Background: an optimization exercise with open tools, aiming at small area, a short achievable clock period and few clock cycles per item. Do not read the settings as production practice.
RTL that was checked went through simulation tests only; none was proved equivalent to the original.
Function not checked in run 1: the RTL went through the layout flow alone.

## flow/design.v (module list and top-level ports; edited modules follow where they fit)
// module FFT: 654 lines
module FFT(clk, rst_n, in_valid, din_r, din_i, out_valid, dout_r, dout_i);
  // ...
==> flow/flow/run.sh <==
#!/bin/bash
set -euo pipefail
export SETUP_SLACK_MARGIN=8
bash standard.sh finish > flow_make.log 2>&1
==> flow/standard.sh <==
#!/bin/bash
# synth_recipe.tcl (not shown) runs the flow's synth.tcl, then flattens the netlist and writes it again
# the make line also repeats each setting of config.mk as NAME=value (left out here)
make -C /OpenROAD-flow-scripts/flow DESIGN_CONFIG=/design/flow/config.mk WORK_HOME=/design/flow/orfs CLKGATE_MAP_FILE= SYNTH_SCRIPT=/design/flow/synth_recipe.tcl "${@:-finish}"
==> flow/config.mk <==
export PLATFORM = sky130hd
export DESIGN_NAME = FFT
export DESIGN_NICKNAME = FFT
export VERILOG_FILES = /design/flow/design.v
export SDC_FILE = /design/flow/constraint.sdc
export NUM_CORES = 4
export LEC_CHECK = 0
export CAP_MARGIN = 20
export CORE_MARGIN = 2
export CORE_UTILIZATION = 40
export PLACE_DENSITY = 0.6
export SLEW_MARGIN = 20
==> flow/constraint.sdc <==
create_clock -name core_clock -period 12.0 [get_ports {clk}]
set_input_delay 2.4000 -clock core_clock [delete_from_list [all_inputs] [get_ports {clk}]]
set_output_delay 2.4000 -clock core_clock [all_outputs]
set_load 0.01 [all_outputs]
==> out/qor.yml, run 1 <==
synth_top_family_by_area: "adder cells"
multiInputGateArea_mm2: 0.0611
synth_xor_area_share_pct: 8.88
nNetsFinal: 11800
grt_max_degree: 80
yosysTopAreaCellShare_pct: 34.6
initial_core_util_pct: 40.3
grt_usage_pct: 24.8
status: "timing/DRC/antenna clean"
path_depth: 10
synthTopCellsByCount: "dfxtp_1, inv_1, fa_1"
dr_total_vias: 72800
numCtsBuffers: 193
largest_class: "multi-input gates"
clock-sinks: 1780
hpwl_mm: 251
final_core_util_pct: 46.0
clk_latency_ps: 900
clkbuf_count: 253
max_cap_violations: 0
cts_tree: "done"
placed_area_mm2: 0.106
yosysTopAreaCell: "dfxtp_1"
==> run 2, diff against run 1 <==
--- a/flow/design.v
+++ b/flow/design.v
@@ -13,17 +13,17 @@
 reg ov;
 assign out_valid = ov;
 always @(posedge clk or negedge rst_n) begin
   if (!rst_n) begin
     run <= 1'b0; P <= 7'd0; ov <= 1'b0;
   end else begin
     if (in_valid) run <= 1'b1;
     if ((run || in_valid) && P != 7'd127) P <= P + 7'd1;
-    if (P == 7'd37) ov <= 1'b1;
+    if (P == 7'd36) ov <= 1'b1;
   end
 end
 wire [6:0] Pn = P + 7'd1;
 reg f0_dl, f0_ld, f1_ld, f1_pre, f2_dl, f2_ld, f3_ld, f3_pre;
 always @(posedge clk) begin
   f0_dl <= (Pn >= 7'd18) && (Pn <= 7'd25);
   f0_ld <= (Pn >= 7'd26) && (Pn <= 7'd33);
   f1_ld <= (Pn >= 7'd28) && (Pn <= 7'd35);
@@ -277,17 +277,17 @@
 reg signed [15:0] r2r [0:7], r2i [0:7];
 reg signed [15:0] r3r [0:7], r3i [0:7];
 wire signed [11:0] a4r = r3r[7][11:0], a4i = r3i[7][11:0];
 reg signed [12:0] S4r, S4i, D4r, D4i;
 always @(posedge clk) begin
   S4r <= a4r + xr; S4i <= a4i + xi;
   D4r <= a4r - xr; D4i <= a4i - xi;
 end
-wire signed [15:0] tw4_xr = $signed(D4r), tw4_xi = $signed(D4i);
+wire signed [15:0] tw4_xr = D4r, tw4_xi = D4i;
 wire signed [15:0] tw4_xr_sh0 = tw4_xr >>> 0;
 wire signed [15:0] tw4_xr_sh1 = tw4_xr >>> 1;
 wire signed [15:0] tw4_xr_sh2 = tw4_xr >>> 2;
 wire [15:0] tw4_t1 = ((tw4_xr_sh0 & {16{tw4_r0_s0}}) | (tw4_xr_sh1 & {16{tw4_r0_s1}}) | (tw4_xr_sh2 & {16{tw4_r0_s2}})) ^ {16{tw4_r0_ng}};
 wire signed [15:0] tw4_xr_sh3 = tw4_xr >>> 3;
 wire signed [15:0] tw4_xr_sh4 = tw4_xr >>> 4;
 wire signed [15:0] tw4_xr_sh5 = tw4_xr >>> 5;
 wire signed [15:0] tw4_xr_sh6 = tw4_xr >>> 6;
@@ -342,17 +342,17 @@
 wire [15:0] tw4is43 = tw4is41 ^ tw4ic42 ^ tw4ic40;
 wire [15:0] tw4ic44 = {((tw4is41) & (tw4ic42) | (tw4is41) & (tw4ic40) | (tw4ic42) & (tw4ic40)), 1'b0};
 reg [15:0] C4rs, C4rc, C4is, C4ic;
 always @(posedge clk) begin C4rs <= tw4rs21; C4rc <= tw4rc22; C4is <= tw4is43; C4ic <= tw4ic44; end
 wire [15:0] t4r = C4rs + C4rc, t4i = C4is + C4ic;
 wire signed [13:0] s3t_r = r0r[7] + S4r, s3t_i = r0i[7] + S4i;
 reg signed [13:0] D3tr, D3ti;
 always @(posedge clk) begin D3tr <= r0r[7] - S4r; D3ti <= r0i[7] - S4i; end
-wire signed [15:0] tw3t_xr = $signed(D3tr), tw3t_xi = $signed(D3ti);
+wire signed [15:0] tw3t_xr = D3tr, tw3t_xi = D3ti;
 wire signed [15:0] tw3t_xr_sh0 = tw3t_xr >>> 0;
 wire signed [15:0] tw3t_xr_sh1 = tw3t_xr >>> 1;
 wire [15:0] tw3t_t45 = ((tw3t_xr_sh0 & {16{tw3t_r0_s0}}) | (tw3t_xr_sh1 & {16{tw3t_r0_s1}})) ^ {16{tw3t_r0_ng}};
 wire signed [15:0] tw3t_xr_sh2 = tw3t_xr >>> 2;
 wire signed [15:0] tw3t_xr_sh3 = tw3t_xr >>> 3;
 wire signed [15:0] tw3t_xr_sh4 = tw3t_xr >>> 4;
 wire [15:0] tw3t_t46 = ((tw3t_xr_sh2 & {16{tw3t_r1_s2}}) | (tw3t_xr_sh3 & {16{tw3t_r1_s3}}) | (tw3t_xr_sh4 & {16{tw3t_r1_s4}})) ^ {16{tw3t_r1_ng}};
 wire signed [15:0] tw3t_xr_sh6 = tw3t_xr >>> 6;
@@ -406,17 +406,17 @@
 wire [15:0] tw3tic88 = {((tw3tis85) & (tw3tic86) | (tw3tis85) & (tw3tic84) | (tw3tic86) & (tw3tic84)), 1'b0};
 reg [15:0] C3trs, C3trc, C3tis, C3tic;
 always @(posedge clk) begin C3trs <= tw3trs65; C3trc <= tw3trc66; C3tis <= tw3tis87; C3tic <= tw3tic88; end
 wire [15:0] t3t_r = C3trs + C3trc, t3t_i = C3tis + C3tic;
 wire [15:0] b2r = r2r[7], b2i = r2i[7];
 wire [15:0] s3b_r = b2r + C4rs + C4rc, s3b_i = b2i + C4is + C4ic;
 reg [15:0] D3br, D3bi;
 always @(posedge clk) begin D3br <= b2r + ~C4rs + ~C4rc + 16'd2; D3bi <= b2i + ~C4is + ~C4ic + 16'd2; end
-wire signed [15:0] tw3b_xr = $signed(D3br), tw3b_xi = $signed(D3bi);
+wire signed [15:0] tw3b_xr = D3br, tw3b_xi = D3bi;
 wire signed [15:0] tw3b_xr_sh0 = tw3b_xr >>> 0;
 wire signed [15:0] tw3b_xr_sh1 = tw3b_xr >>> 1;
 wire [15:0] tw3b_t89 = ((tw3b_xr_sh0 & {16{tw3b_r0_s0}}) | (tw3b_xr_sh1 & {16{tw3b_r0_s1}})) ^ {16{tw3b_r0_ng}};
 wire signed [15:0] tw3b_xr_sh2 = tw3b_xr >>> 2;
 wire signed [15:0] tw3b_xr_sh3 = tw3b_xr >>> 3;
 wire signed [15:0] tw3b_xr_sh4 = tw3b_xr >>> 4;
 wire [15:0] tw3b_t90 = ((tw3b_xr_sh2 & {16{tw3b_r1_s2}}) | (tw3b_xr_sh3 & {16{tw3b_r1_s3}}) | (tw3b_xr_sh4 & {16{tw3b_r1_s4}})) ^ {16{tw3b_r1_ng}};
 wire signed [15:0] tw3b_xr_sh6 = tw3b_xr >>> 6;
@@ -527,75 +527,78 @@
 wire [15:0] w5i = ({16{qsel1[0]}} & {{2{r0i[6][13]}},r0i[6]}) | ({16{qsel1[1]}} & r1i[6]) | ({16{qsel1[2]}} & r2i[6]) | ({16{qsel1[3]}} & r3i[6]);
 wire [15:0] w6r = ({16{qsel2[0]}} & {{2{r0r[5][13]}},r0r[5]}) | ({16{qsel2[1]}} & r1r[5]) | ({16{qsel2[2]}} & r2r[5]) | ({16{qsel2[3]}} & r3r[5]);
 wire [15:0] w6i = ({16{qsel2[0]}} & {{2{r0i[5][13]}},r0i[5]}) | ({16{qsel2[1]}} & r1i[5]) | ({16{qsel2[2]}} & r2i[5]) | ({16{qsel2[3]}} & r3i[5]);
 wire [15:0] w7r = ({16{qsel3[0]}} & {{2{r0r[4][13]}},r0r[4]}) | ({16{qsel3[1]}} & r1r[4]) | ({16{qsel3[2]}} & r2r[4]) | ({16{qsel3[3]}} & r3r[4]);
 wire [15:0] w7i = ({16{qsel3[0]}} & {{2{r0i[4][13]}},r0i[4]}) | ({16{qsel3[1]}} & r1i[4]) | ({16{qsel3[2]}} & r2i[4]) | ({16{qsel3[3]}} & r3i[4]);
 function [15:0] addsub; input [15:0] a, b; input sub;
   addsub = a + (b ^ {16{sub}}) + {15'd0, sub};
 endfunction
-reg [15:0] U0r, U0i, U2r, U2i, E1r, E1i, E3r, E3i;
+reg [15:0] U0r, U0i, U2r, U2i, E1r, E1i, E3r, E3i, Z0r, Z0i;
 reg d2, d3, d3b, d4;
 always @(posedge clk) begin
-  U0r <= addsub(w0r, w4r, c2_0); U0i <= addsub(w0i, w4i, c2_0);
-  U2r <= addsub(c2_2 ? w2i : w2r, c2_2 ? w6i : w6r, c2_2);
-  U2i <= c2_2 ? w6r - w2r : w2i + w6i;
+  Z0r <= w0r + (w4r ^ {16{c2_0}}) + ((c2_2 ? w2i : w2r) ^ {16{c3}}) + ((c2_2 ? ~w6i : w6r) ^ {16{c3}}) + {14'd0, (c2_0 | c3), 1'b0};
+  Z0i <= w0i + (w4i ^ {16{c2_0}}) + ((c2_2 ? w6r : w2i) ^ {16{c3}}) + ((c2_2 ? ~w2r : w6i) ^ {16{c3}}) + {14'd0, (c2_0 | c3), 1'b0};
   E1r <= addsub(w1r, w5r, c2_1); E1i <= addsub(w1i, w5i, c2_1);
   E3r <= addsub(w3r, w7r, c2_3); E3i <= addsub(w3i, w7i, c2_3);
   d2 <= c2_0; d3 <= c3; d3b <= c3; d4 <= c4;
 end
-wire signed [15:0] E1r_sh2 = $signed(E1r) >>> 2;
-wire signed [15:0] E1r_sh4 = $signed(E1r) >>> 4;
-wire signed [15:0] E1r_sh6 = $signed(E1r) >>> 6;
-wire signed [15:0] E1r_sh8 = $signed(E1r) >>> 8;
+wire signed [15:0] E1r_sg = E1r;
+wire signed [15:0] E1r_sh2 = E1r_sg >>> 2;
+wire signed [15:0] E1r_sh4 = E1r_sg >>> 4;
+wire signed [15:0] E1r_sh6 = E1r_sg >>> 6;
+wire signed [15:0] E1r_sh8 = E1r_sg >>> 8;
 wire [15:0] fas133 = E1r ^ ~(E1r_sh2) ^ ~(E1r_sh4);
 wire [15:0] fac134 = {((E1r) & (~(E1r_sh2)) | (E1r) & (~(E1r_sh4)) | (~(E1r_sh2)) & (~(E1r_sh4))), 1'b0};
 wire [15:0] fas135 = (E1r_sh6) ^ (E1r_sh8) ^ 16'd2;
 wire [15:0] fac136 = {(((E1r_sh6)) & ((E1r_sh8)) | ((E1r_sh6)) & (16'd2) | ((E1r_sh8)) & (16'd2)), 1'b0};
 wire [15:0] fas137 = fas133 ^ fac134 ^ fas135;
 wire [15:0] fac138 = {((fas133) & (fac134) | (fas133) & (fas135) | (fac134) & (fas135)), 1'b0};
 wire [15:0] fas139 = fas137 ^ fac138 ^ fac136;
 wire [15:0] fac140 = {((fas137) & (fac138) | (fas137) & (fac136) | (fac138) & (fac136)), 1'b0};
-wire signed [15:0] E1i_sh2 = $signed(E1i) >>> 2;
-wire signed [15:0] E1i_sh4 = $signed(E1i) >>> 4;
-wire signed [15:0] E1i_sh6 = $signed(E1i) >>> 6;
-wire signed [15:0] E1i_sh8 = $signed(E1i) >>> 8;
+wire signed [15:0] E1i_sg = E1i;
+wire signed [15:0] E1i_sh2 = E1i_sg >>> 2;
+wire signed [15:0] E1i_sh4 = E1i_sg >>> 4;
+wire signed [15:0] E1i_sh6 = E1i_sg >>> 6;
+wire signed [15:0] E1i_sh8 = E1i_sg >>> 8;
 wire [15:0] fbs141 = E1i ^ ~(E1i_sh2) ^ ~(E1i_sh4);
 wire [15:0] fbc142 = {((E1i) & (~(E1i_sh2)) | (E1i) & (~(E1i_sh4)) | (~(E1i_sh2)) & (~(E1i_sh4))), 1'b0};
 wire [15:0] fbs143 = (E1i_sh6) ^ (E1i_sh8) ^ 16'd2;
 wire [15:0] fbc144 = {(((E1i_sh6)) & ((E1i_sh8)) | ((E1i_sh6)) & (16'd2) | ((E1i_sh8)) & (16'd2)), 1'b0};
 wire [15:0] fbs145 = fbs141 ^ fbc142 ^ fbs143;
 wire [15:0] fbc146 = {((fbs141) & (fbc142) | (fbs141) & (fbs143) | (fbc142) & (fbs143)), 1'b0};
 wire [15:0] fbs147 = fbs145 ^ fbc146 ^ fbc144;
 wire [15:0] fbc148 = {((fbs145) & (fbc146) | (fbs145) & (fbc144) | (fbc146) & (fbc144)), 1'b0};
-wire signed [15:0] E3r_sh2 = $signed(E3r) >>> 2;
-wire signed [15:0] E3r_sh4 = $signed(E3r) >>> 4;
-wire signed [15:0] E3r_sh6 = $signed(E3r) >>> 6;
-wire signed [15:0] E3r_sh8 = $signed(E3r) >>> 8;
+wire signed [15:0] E3r_sg = E3r;
+wire signed [15:0] E3r_sh2 = E3r_sg >>> 2;
+wire signed [15:0] E3r_sh4 = E3r_sg >>> 4;
+wire signed [15:0] E3r_sh6 = E3r_sg >>> 6;
+wire signed [15:0] E3r_sh8 = E3r_sg >>> 8;
 wire [15:0] fcs149 = E3r ^ ~(E3r_sh2) ^ ~(E3r_sh4);
 wire [15:0] fcc150 = {((E3r) & (~(E3r_sh2)) | (E3r) & (~(E3r_sh4)) | (~(E3r_sh2)) & (~(E3r_sh4))), 1'b0};
 wire [15:0] fcs151 = (E3r_sh6) ^ (E3r_sh8) ^ 16'd2;
 wire [15:0] fcc152 = {(((E3r_sh6)) & ((E3r_sh8)) | ((E3r_sh6)) & (16'd2) | ((E3r_sh8)) & (16'd2)), 1'b0};
 wire [15:0] fcs153 = fcs149 ^ fcc150 ^ fcs151;
 wire [15:0] fcc154 = {((fcs149) & (fcc150) | (fcs149) & (fcs151) | (fcc150) & (fcs151)), 1'b0};
 wire [15:0] fcs155 = fcs153 ^ fcc154 ^ fcc152;
 wire [15:0] fcc156 = {((fcs153) & (fcc154) | (fcs153) & (fcc152) | (fcc154) & (fcc152)), 1'b0};
-wire signed [15:0] E3i_sh2 = $signed(E3i) >>> 2;
-wire signed [15:0] E3i_sh4 = $signed(E3i) >>> 4;
-wire signed [15:0] E3i_sh6 = $signed(E3i) >>> 6;
-wire signed [15:0] E3i_sh8 = $signed(E3i) >>> 8;
+wire signed [15:0] E3i_sg = E3i;
+wire signed [15:0] E3i_sh2 = E3i_sg >>> 2;
+wire signed [15:0] E3i_sh4 = E3i_sg >>> 4;
+wire signed [15:0] E3i_sh6 = E3i_sg >>> 6;
+wire signed [15:0] E3i_sh8 = E3i_sg >>> 8;
 wire [15:0] fds157 = E3i ^ ~(E3i_sh2) ^ ~(E3i_sh4);
 wire [15:0] fdc158 = {((E3i) & (~(E3i_sh2)) | (E3i) & (~(E3i_sh4)) | (~(E3i_sh2)) & (~(E3i_sh4))), 1'b0};
 wire [15:0] fds159 = (E3i_sh6) ^ (E3i_sh8) ^ 16'd2;
 wire [15:0] fdc160 = {(((E3i_sh6)) & ((E3i_sh8)) | ((E3i_sh6)) & (16'd2) | ((E3i_sh8)) & (16'd2)), 1'b0};
 wire [15:0] fds161 = fds157 ^ fdc158 ^ fds159;
 wire [15:0] fdc162 = {((fds157) & (fdc158) | (fds157) & (fds159) | (fdc158) & (fds159)), 1'b0};
 wire [15:0] fds163 = fds161 ^ fdc162 ^ fdc160;
 wire [15:0] fdc164 = {((fds161) & (fdc162) | (fds161) & (fdc160) | (fdc162) & (fdc160)), 1'b0};
-wire signed [15:0] E3r_sh1 = $signed(E3r) >>> 1;
+wire signed [15:0] E3r_sh1 = E3r_sg >>> 1;
 wire [15:0] fes165 = ~(E3r_sh1) ^ ~(E3r_sh2) ^ (E3r_sh4);
 wire [15:0] fec166 = {((~(E3r_sh1)) & (~(E3r_sh2)) | (~(E3r_sh1)) & ((E3r_sh4)) | (~(E3r_sh2)) & ((E3r_sh4))), 1'b0};
 wire [15:0] fes167 = ~(E3r_sh6) ^ ~(E3r_sh8) ^ 16'd4;
 wire [15:0] fec168 = {((~(E3r_sh6)) & (~(E3r_sh8)) | (~(E3r_sh6)) & (16'd4) | (~(E3r_sh8)) & (16'd4)), 1'b0};
 wire [15:0] fes169 = fes165 ^ fec166 ^ fes167;
 wire [15:0] fec170 = {((fes165) & (fec166) | (fes165) & (fes167) | (fec166) & (fes167)), 1'b0};
 wire [15:0] fes171 = fes169 ^ fec170 ^ fec168;
 wire [15:0] fec172 = {((fes169) & (fec170) | (fes169) & (fec168) | (fec170) & (fec168)), 1'b0};
@@ -622,33 +625,26 @@
 wire [15:0] uds193 = uds191 ^ udc192 ^ 16'd2;
 wire [15:0] udc194 = {((uds191) & (udc192) | (uds191) & (16'd2) | (udc192) & (16'd2)), 1'b0};
 wire [15:0] U1rs = d2 ? uas175 : E1r; wire [15:0] U1rc = d2 ? uac176 : 16'd0;
 wire [15:0] U1is = d2 ? ubs181 : E1i; wire [15:0] U1ic = d2 ? ubc182 : 16'd0;
 wire [15:0] U3rs = d2 ? ucs187 : E3r; wire [15:0] U3rc = d2 ? ucc188 : 16'd0;
 wire [15:0] U3is = d2 ? uds193 : E3i; wire [15:0] U3ic = d2 ? udc194 : 16'd0;
 reg [15:0] Ars, Arc, Brs, Brc, Ais, Aic, Bis, Bic;
 reg [15:0] Y0r, Y0i;
-reg e3, e4;
+reg [2:0] KX;
+wire [15:0] M4 = {16{d4}};
 always @(posedge clk) begin
-  Ars <= d3 ? U1is : U1rs; Arc <= d3 ? U1ic : U1rc;
-  Brs <= d3 ? ~U3is : U3rs; Brc <= d3 ? ~U3ic : U3rc;
-  Ais <= d3b ? U3rs : U1is; Aic <= d3b ? U3rc : U1ic;
-  Bis <= d3b ? ~U1rs : U3is; Bic <= d3b ? ~U1rc : U3ic;
-  Y0r <= addsub(U0r, U2r, d3); Y0i <= addsub(U0i, U2i, d3b);
-  e3 <= d3; e4 <= d4;
-end
-wire [15:0] y1r = Ars + Arc + Brs + Brc + {14'd0, e3, 1'b0};
-wire [15:0] y1i = Ais + Aic + Bis + Bic + {14'd0, e3, 1'b0};
-reg [15:0] Y0dr, Y0di, Y1r, Y1i;
-reg g4;
-always @(posedge clk) begin
-  Y0dr <= Y0r; Y0di <= Y0i;
-  Y1r <= y1r ^ {16{e4}}; Y1i <= y1i ^ {16{e4}};
-  g4 <= e4;
+  Ars <= (d3 ? U1is : U1rs) ^ M4; Arc <= (d3 ? U1ic : U1rc) ^ M4;
+  Brs <= (d3 ? ~U3is : U3rs) ^ M4; Brc <= (d3 ? ~U3ic : U3rc) ^ M4;
+  Ais <= (d3b ? U3rs : U1is) ^ M4; Aic <= (d3b ? U3rc : U1ic) ^ M4;
+  Bis <= (d3b ? ~U1rs : U3is) ^ M4; Bic <= (d3b ? ~U1rc : U3ic) ^ M4;
+  Y0r <= Z0r; Y0i <= Z0i;
+  KX <= d4 ? (d3 ? 3'd2 : 3'd4) : (d3 ? 3'd2 : 3'd0);
 end
 reg [15:0] Xr, Xi;
 always @(posedge clk) begin
-  Xr <= Y0dr + Y1r + {15'd0, g4}; Xi <= Y0di + Y1i + {15'd0, g4};
+  Xr <= Y0r + Ars + Arc + Brs + Brc + {13'd0, KX};
+  Xi <= Y0i + Ais + Aic + Bis + Bic + {13'd0, KX};
 end
 assign dout_r = Xr;
 assign dout_i = Xi;
 endmodule
==> flow/config.mk (replaced) <==
export PLATFORM = sky130hd
export DESIGN_NAME = FFT
export DESIGN_NICKNAME = FFT
export VERILOG_FILES = /design/flow/design.v
export SDC_FILE = /design/flow/constraint.sdc
export NUM_CORES = 4
export LEC_CHECK = 0
export CAP_MARGIN = 20
export CORE_MARGIN = 2
export CORE_UTILIZATION = 60
export PLACE_DENSITY = 0.7
export SLEW_MARGIN = 20
==> out/qor.yml, run 2 <==
final.setup_skew_ps: 84.1  # was 89.0 ps
io_pins: 60  # unchanged
cts_hold_buf: 0  # unchanged
synthTopCellsByCount: "dfxtp_1, inv_1, fa_1"  # unchanged
fillers: 12800  # was 23700
via_per_inst: 5.91  # was 5.32
syn-mean-instance-area_um2: 10.0  # was 10.2 um2
row_count: 150  # was 185
yosysTopAreaCellShare_pct: 33.4  # was 34.6%
layout.area.seq_mm2: 0.0340  # was 0.0359 mm2
die_w_um: 413  # was 510 um
final-setup-viol-count: 0  # unchanged
ys_ff_latch: 1685  # was 1780
min_period_ps: 4640  # was 4260 ps
async_flop_share_pct: 0.534  # was 0.506%
ys.flop_type: "dfxtp_1"  # unchanged
grt_pass1_wl_mm: 486  # was 479 mm
status: "timing/DRC/antenna clean"  # unchanged
antenna_found_initial: 27  # was 35
clk_transition_reported_paths_ps: 60  # about the same
gp_congestion: 0.970  # was 0.947
setup-tns-final_ps: 0  # unchanged
critPathCaptureType: "flip-flop"  # unchanged
numCtsBuffers: 173  # was 193
synth_nets: 11700  # was 11800
hold_slack_ps: 318  # was 275 ps
fin_ws_ps: 7360  # was 7740 ps
mostFrequentLayoutCells: "dfxtp_1, inv_1, fa_1"  # unchanged
grt_remaining_overflow: 0  # unchanged
slew_headroom_pct: 17.8  # was 16.1%
synth-edff-count: 0  # unchanged
cp.arrival_ps: 5380  # was 4970 ps
nNetsFinal: 11800  # about the same
crit_fanout: 9  # was 4
htree_levels: 4  # unchanged
synth_warnings: 9  # unchanged
pre_cts_ws_ps: 5470  # was 6890 ps
hpwl_mm: 251  # about the same
synth.area.top_cells: "dfxtp_1, fa_1, ha_1"  # unchanged
mostFrequentLayoutCell: "dfxtp_1"  # unchanged
hold_viol: 0  # unchanged
rsz0062_at_grt: "true"  # unchanged
drv_slew: 0  # unchanged
max_cap_violations: 0  # unchanged
die_area_mm2: 0.171  # was 0.260 mm2
worst-setup-path-type: "flip-flop to flip-flop"  # unchanged
netlist_area_mm2: 0.100  # was 0.102 mm2
critPathRequiredTime_ps: 12740  # was 12710 ps
synth.most_common_cell: "dfxtp_1"  # unchanged
coreArea_mm2: 0.167  # was 0.254 mm2
root_buffer: "clkbuf_16"  # unchanged
timing.final.crit_share_pct: 38.7  # was 35.5%
multiInputGateArea_mm2: 0.0614  # was 0.0611 mm2
dr_total_vias: 73600  # was 72800
cts_tree: "done"  # unchanged
startpoint_type: "flip-flop"  # unchanged
initial_core_util_pct: 60.2  # was 40.3%
area_delta_synth_final_pct: 14.7  # was 14.2%
drt-total-wl_mm: 337  # was 327 mm
synthCells: 10000  # was 10100
yosysTopAreaCell: "dfxtp_1"  # unchanged
portBuffers: 59  # unchanged
ys_seq_area_share_pct: 33.6  # was 34.8%
ys_types: 82  # was 86
grt_usage_pct: 39.1  # was 24.8%
drcViolationCount: 0  # unchanged
drive_above_1_share_pct: 13.4  # was 10.6%
cts_buffer_depth: 3  # unchanged
tightest_slew_ps: 1230  # was 1250 ps
first_global_vias: 74200  # was 73900
clk_latency_ps: 870  # was 900 ps
first_pass_iters: 9  # was 12
max_freq_ghz: 0.215  # was 0.235 GHz
fp.dieH_um: 413  # was 510 um
wire_per_inst_um: 27.0  # was 23.9 um
hp-class: "flip-flop to flip-flop"  # unchanged
drt-initial-drc-count: 7878  # was 6594
clock-sinks: 1685  # was 1780
antenna_left: 0  # unchanged
grt_max_degree: 79  # was 80
==> run 2: cell types whose count changed after synthesis, sizes merged, moves of 43 or more <==
cell,previous run,this run
inv,1392,1663
dfxtp,1771,1676
a21oi,384,299
fa,933,1018
ha,722,654
nor2,312,244
a21o,93,50
==> run 2: cells by family after synthesis <==
family / share of synthesized area (%)
DFF: 33.6
adders and majority gates: 28.4
and+or+nand+nor: 6.58
muxes: 1.48
xor gates and xnor gates: 9.40
buffers and inverters: 8.05
AOI/OAI and AO/OA: 12.4
==> run 2: worst paths after layout <==
| kind | to | start | slack, ps | depth (start not counted) |
|---|---|---|---|---|
| min in group asynchronous | P[3] | rst_n | 1870 | 1 |
| worst max-delay path | Z0r[14] | qsel0[2] | 7360 | 21 |
| worst min-delay path | r3r[2][5] | r3r[1][5] | 320 | 0 |
| worst max register to register | Z0r[14] | qsel0[2] | 7360 | 21 |
| max in group asynchronous | P[0] | rst_n | 9820 | 1 |
| worst min register to register | r3r[2][5] | r3r[1][5] | 320 | 0 |
==> run 2: layer usage <==
layer | track usage, % | vias up | part of all wire [%]
met5 | 0 | - | 0.041
met3 | 8.54 | 910 | 8.9
met4 | 23.3 | 22 | 7.4
met1 | 48.5 | 36600 | 38
met2 | 62.7 | 3495 | 46
li1 | - | 32500 | -
==> run 2: timing repair <==
action / 4_1_cts / 5_1_grt
setup buffers: 170 / 67
cloned: 22 / 9
pin swaps: 220 / 270
endpoints found under the setup margin: 350 / 208
resized for setup: 590 / 353
==> run 2: layout make-up <==
type                       count  share of cell area [%]
tap                         2204                    2.39
sequential                  1685                    29.6
inverter                    1665                    5.56
multi-input combinational   6176                    53.3
timing repair buffer         396                    3.84
antenna                        3                 0.00652
clock inverter                81                    1.07
clock buffer                 239                    4.25
==> run 2: worst max-delay path: stages, from the launching register on <==
cell	delay (ps)
dfxtp_4	360
buf_16	150
buf_16	160
a22o_1	210
a221oi_4	290
xnor2_2	110
fa_1	510
inv_1	50
fa_1	470
inv_1	60
ha_4	230
nor2b_2	150
o21ai_2	180
a21boi_2	100
o21ai_2	160
a21boi_2	90
o21ai_2	180
a21oi_2	120
o41ai_4	200
buf_4	200
or4b_1	440
o211ai_1	100
==> run 2: stage by stage <==
step,utilization [%],area (um2),cells
after floorplan,-,101000,10000
after global placement,61.7,103000,11900
after detailed placement,61.7,103000,11900
after CTS,67.8,113000,12400
after global routing,69.1,115000,12400
final,69.1,115000,12400
Testbench counts of run 2, summed over its fixed seeds: cycles 26,496, frames 384.
==> run 3, diff against run 2 <==
--- a/flow/config.mk
+++ b/flow/config.mk
@@ -9,4 +9,4 @@
 export CORE_MARGIN = 2
-export CORE_UTILIZATION = 60
-export PLACE_DENSITY = 0.7
+export CORE_UTILIZATION = 40
+export PLACE_DENSITY = 0.6
 export SLEW_MARGIN = 20
==> out/qor.yml, run 3 <==
cts_tree: "done"  # unchanged
clk_latency_ps: 870  # about the same
tightest_slew_ps: 1230  # about the same
mostFrequentLayoutCell: "dfxtp_1"  # unchanged
final.setup_skew_ps: 73.6  # was 84.1 ps
synth_nets: 11700  # unchanged
gr-usage-met3_pct: 4.09  # was 8.54%
worstHoldPathCells: 0  # unchanged
hold_viol: 0  # unchanged
hpwl_mm: 255  # was 251 mm
ys.flop_type: "dfxtp_1"  # unchanged
die_w_um: 505  # was 413 um
gp_congestion: 0.957  # was 0.970
cts_buffer_depth: 3  # unchanged
grt_usage_pct: 26.2  # was 39.1%
critPathCaptureType: "flip-flop"  # unchanged
drt-initial-drc-count: 6969  # was 7878
row_count: 183  # was 150
hp-class: "flip-flop to flip-flop"  # unchanged
portBuffers: 59  # unchanged
rr_endpoint: "Z0i[13]"  # was Z0r[14]
startpoint_type: "flip-flop"  # unchanged
mostFrequentLayoutCells: "dfxtp_1, inv_1, fa_1"  # unchanged
multiInputGateArea_mm2: 0.0620  # was 0.0614 mm2
yosysTopAreaCell: "dfxtp_1"  # unchanged
timing.final.crit_share_pct: 37.5  # was 38.7%
first_global_vias: 74700  # was 74200
regToRegSetupSlack_ps: 7500  # was 7360 ps
max_cap_violations: 0  # unchanged
worst-setup-path-type: "flip-flop to flip-flop"  # unchanged
setup-tns-final_ps: 0  # unchanged
grt_max_degree: 93  # was 79
syn-mean-instance-area_um2: 10.0  # unchanged
drcViolationCount: 0  # unchanged
slew_headroom_pct: 17.8  # about the same
status: "timing/DRC/antenna clean"  # unchanged
netlist_area_mm2: 0.100  # unchanged
via_per_inst: 5.34  # was 5.91
coreArea_mm2: 0.249  # was 0.167 mm2
r2r_cells: 21  # unchanged
antenna_found_initial: 32  # was 27
area_delta_synth_final_pct: 17.4  # was 14.7%
async_flop_share_pct: 0.534  # unchanged
io_pins: 60  # unchanged
synth_warnings: 9  # unchanged
synth.area.top_cells: "dfxtp_1, fa_1, ha_1"  # unchanged
crit_fanout: 6  # was 9
drv_slew: 0  # unchanged
nNetsFinal: 11800  # about the same
grt_util_met2_pct: 41.8  # was 62.7%
dr_total_vias: 72900  # was 73600
yosysTopAreaCellShare_pct: 33.4  # unchanged
numCtsBuffers: 180  # was 173
root_buffer: "clkbuf_16"  # unchanged
cp.arrival_ps: 5270  # was 5380 ps
fp.dieH_um: 505  # was 413 um
layout.area.seq_mm2: 0.0341  # was 0.0340 mm2
max_freq_ghz: 0.222  # was 0.215 GHz
grt_pass1_wl_mm: 495  # was 486 mm
ys_seq_area_share_pct: 33.6  # unchanged
drt-total-wl_mm: 344  # was 337 mm
synthTopCellsByCount: "dfxtp_1, inv_1, fa_1"  # unchanged
fillers: 22900  # was 12800
synth-edff-count: 0  # unchanged
rsz0062_at_grt: "true"  # unchanged
rr_startpoint: "tw3b_r_k[2]"  # was qsel0[2]
synthCells: 10000  # unchanged
clock-sinks: 1685  # unchanged
clk_transition_reported_paths_ps: 60  # about the same
die_area_mm2: 0.255  # was 0.171 mm2
initial_core_util_pct: 40.3  # was 60.2%
grt_remaining_overflow: 0  # unchanged
critPathRequiredTime_ps: 12770  # was 12740 ps
wire_per_inst_um: 25.2  # was 27.0 um
antenna_left: 0  # unchanged
final-setup-viol-count: 0  # unchanged
worstHoldStart: "r3r[1][10]"  # was r3r[1][5]
drive_above_1_share_pct: 14.7  # was 13.4%
min_period_ps: 4500  # was 4640 ps
hold_end: "r3r[2][10]"  # was r3r[2][5]
ys_ff_latch: 1685  # unchanged
synth.most_common_cell: "dfxtp_1"  # unchanged
htree_levels: 4  # unchanged
gr-usage-met1_pct: 33.8  # was 48.5%
grt_busiest_layer: "met2"  # unchanged
first_pass_iters: 8  # was 9
ys_types: 82  # unchanged
==> run 3: cell count changes in the layout (fill, tap and decap cells not counted), moves of 13 or more <==
cell      change
buf_6        +29
buf_4        +14
diode_2      +27
fa_1         -14
fa_2         +14
clkbuf_1     -13
==> run 3: worst max-delay path by stage <==
| stage | startpoint | endpoint | slack, ps | cells past startpoint |
|---|---|---|---|---|
| final | tw3b_r_k[2] | Z0i[13] | 7500 | 21 |
| after global routing | tw3b_r_k[2] | Z0r[14] | 7370 | 21 |
| after CTS | tw3b_r_k[2] | Z0i[13] | 7600 | 21 |
| after detailed placement | tw3t_r_k[2] | Z0r[14] | 5720 | 20 |
| after global placement | tw3t_r_k[2] | Z0r[14] | 5830 | 20 |
| after floorplan | tw3b_r_k[2] | Z0r[14] | 7310 | 26 |
==> run 3: critical path, cell delays in order (launching register included) <==
cell      delay, ps
dfxtp_4         400
buf_16          170
buf_16          160
a22o_1          210
a221oi_2        230
nand2_1          90
o21ai_1         100
xnor2_1         110
fa_1            510
inv_1            50
fa_1            490
inv_2            50
ha_4            250
inv_1            50
o21ai_2         170
a21oi_4          90
o21ai_4         180
a41oi_2         170
a211o_1         360
o21ba_2         230
o21bai_1        180
xor2_1          160
==> run 3: logic make-up (layout without fill, tap and decap cells) <==
family | after synthesis | in the layout | synth area share, %
flops | 1685 | 1685 | 33.6
buf+inv | 2148 | 2432 | 8.05
fa+ha+maj | 1672 | 1672 | 28.4
simple gates | 1488 | 1488 | 6.58
xor+xnor | 1078 | 1078 | 9.40
mux | 132 | 132 | 1.48
compound gates | 1806 | 1806 | 12.4
other cells | 0 | 30 | 0
==> run 3: area by class of cell <==
| type | instances | share of cell area [%] |
|---|---|---|
| Multi-Input combinational cell | 6176 | 52.6 |
| Clock buffer | 237 | 4.28 |
| Antenna cell | 30 | 0.0637 |
| Sequential cell | 1685 | 28.9 |
| Timing Repair Buffer | 434 | 4.03 |
| Tap cell | 3330 | 3.54 |
| Inverter | 1665 | 5.43 |
| Clock inverter | 96 | 1.13 |
==> run 3: timing repair <==
| action | CTS | global route |
|---|---|---|
| setup buffers | 199 | 81 |
| resized for setup | 610 | 463 |
| gates cloned | 24 | 6 |
| pin swaps | 201 | 272 |
| hold buffers | 0 | 0 |
| endpoints found under the setup margin | 364 | 202 |
==> run 3: metrics by stage <==
| stage | worst slack [ps] | area, um2 | cells | util (%) | hold WS, ps |
|---|---|---|---|---|---|
| 2_1_floorplan | 7310 | 101000 | 10000 | - | 310 |
| 3_5_place_dp | 5720 | 104000 | 13000 | 41.8 | 314 |
| 3_3_place_gp | 5830 | 104000 | 13000 | 41.8 | 315 |
| 4_1_cts | 7600 | 115000 | 13500 | 46.2 | 303 |
| 6_report | 7500 | 118000 | 13700 | 47.3 | 297 |
| 5_1_grt | 7370 | 118000 | 13600 | 47.3 | 313 |
==> run 3: metal layers <==
metal	up-vias	wire length, um
met5	-	27
met4	4	21700
met3	662	24500
met2	2975	158000
met1	36600	140000
li1	32700	-

-- what the ideal ports hide --
The flow's constraints put no driver on any port. The routed layouts listed below were extracted and timed again, unchanged, in two steps. Step 1: set_driving_cell puts a clkbuf_16 on clk and a buf_2 on each other input, an assumption about the parent block. Step 2 times the ports against the registers' clock, not the clock port: input delays grow and output delays shrink by t, the midpoint of the rising clock arrivals with the driver on. a / b / c = ideal ports / drivers / drivers and shift; a / b = the first two.
| run | shift t [ns] | setup slack, ns | cell pins on the clock port's net |
|---|---|---|---|
| run 1 | 0.950 | 7.743 / 7.743 / 7.743 | 1 |
| run 2 | 0.921 | 7.357 / 7.357 / 7.357 | 1 |
| run 3 | 0.934 | 7.498 / 7.498 / 7.498 | 1 |
After both steps setup and hold are still met in every run listed.
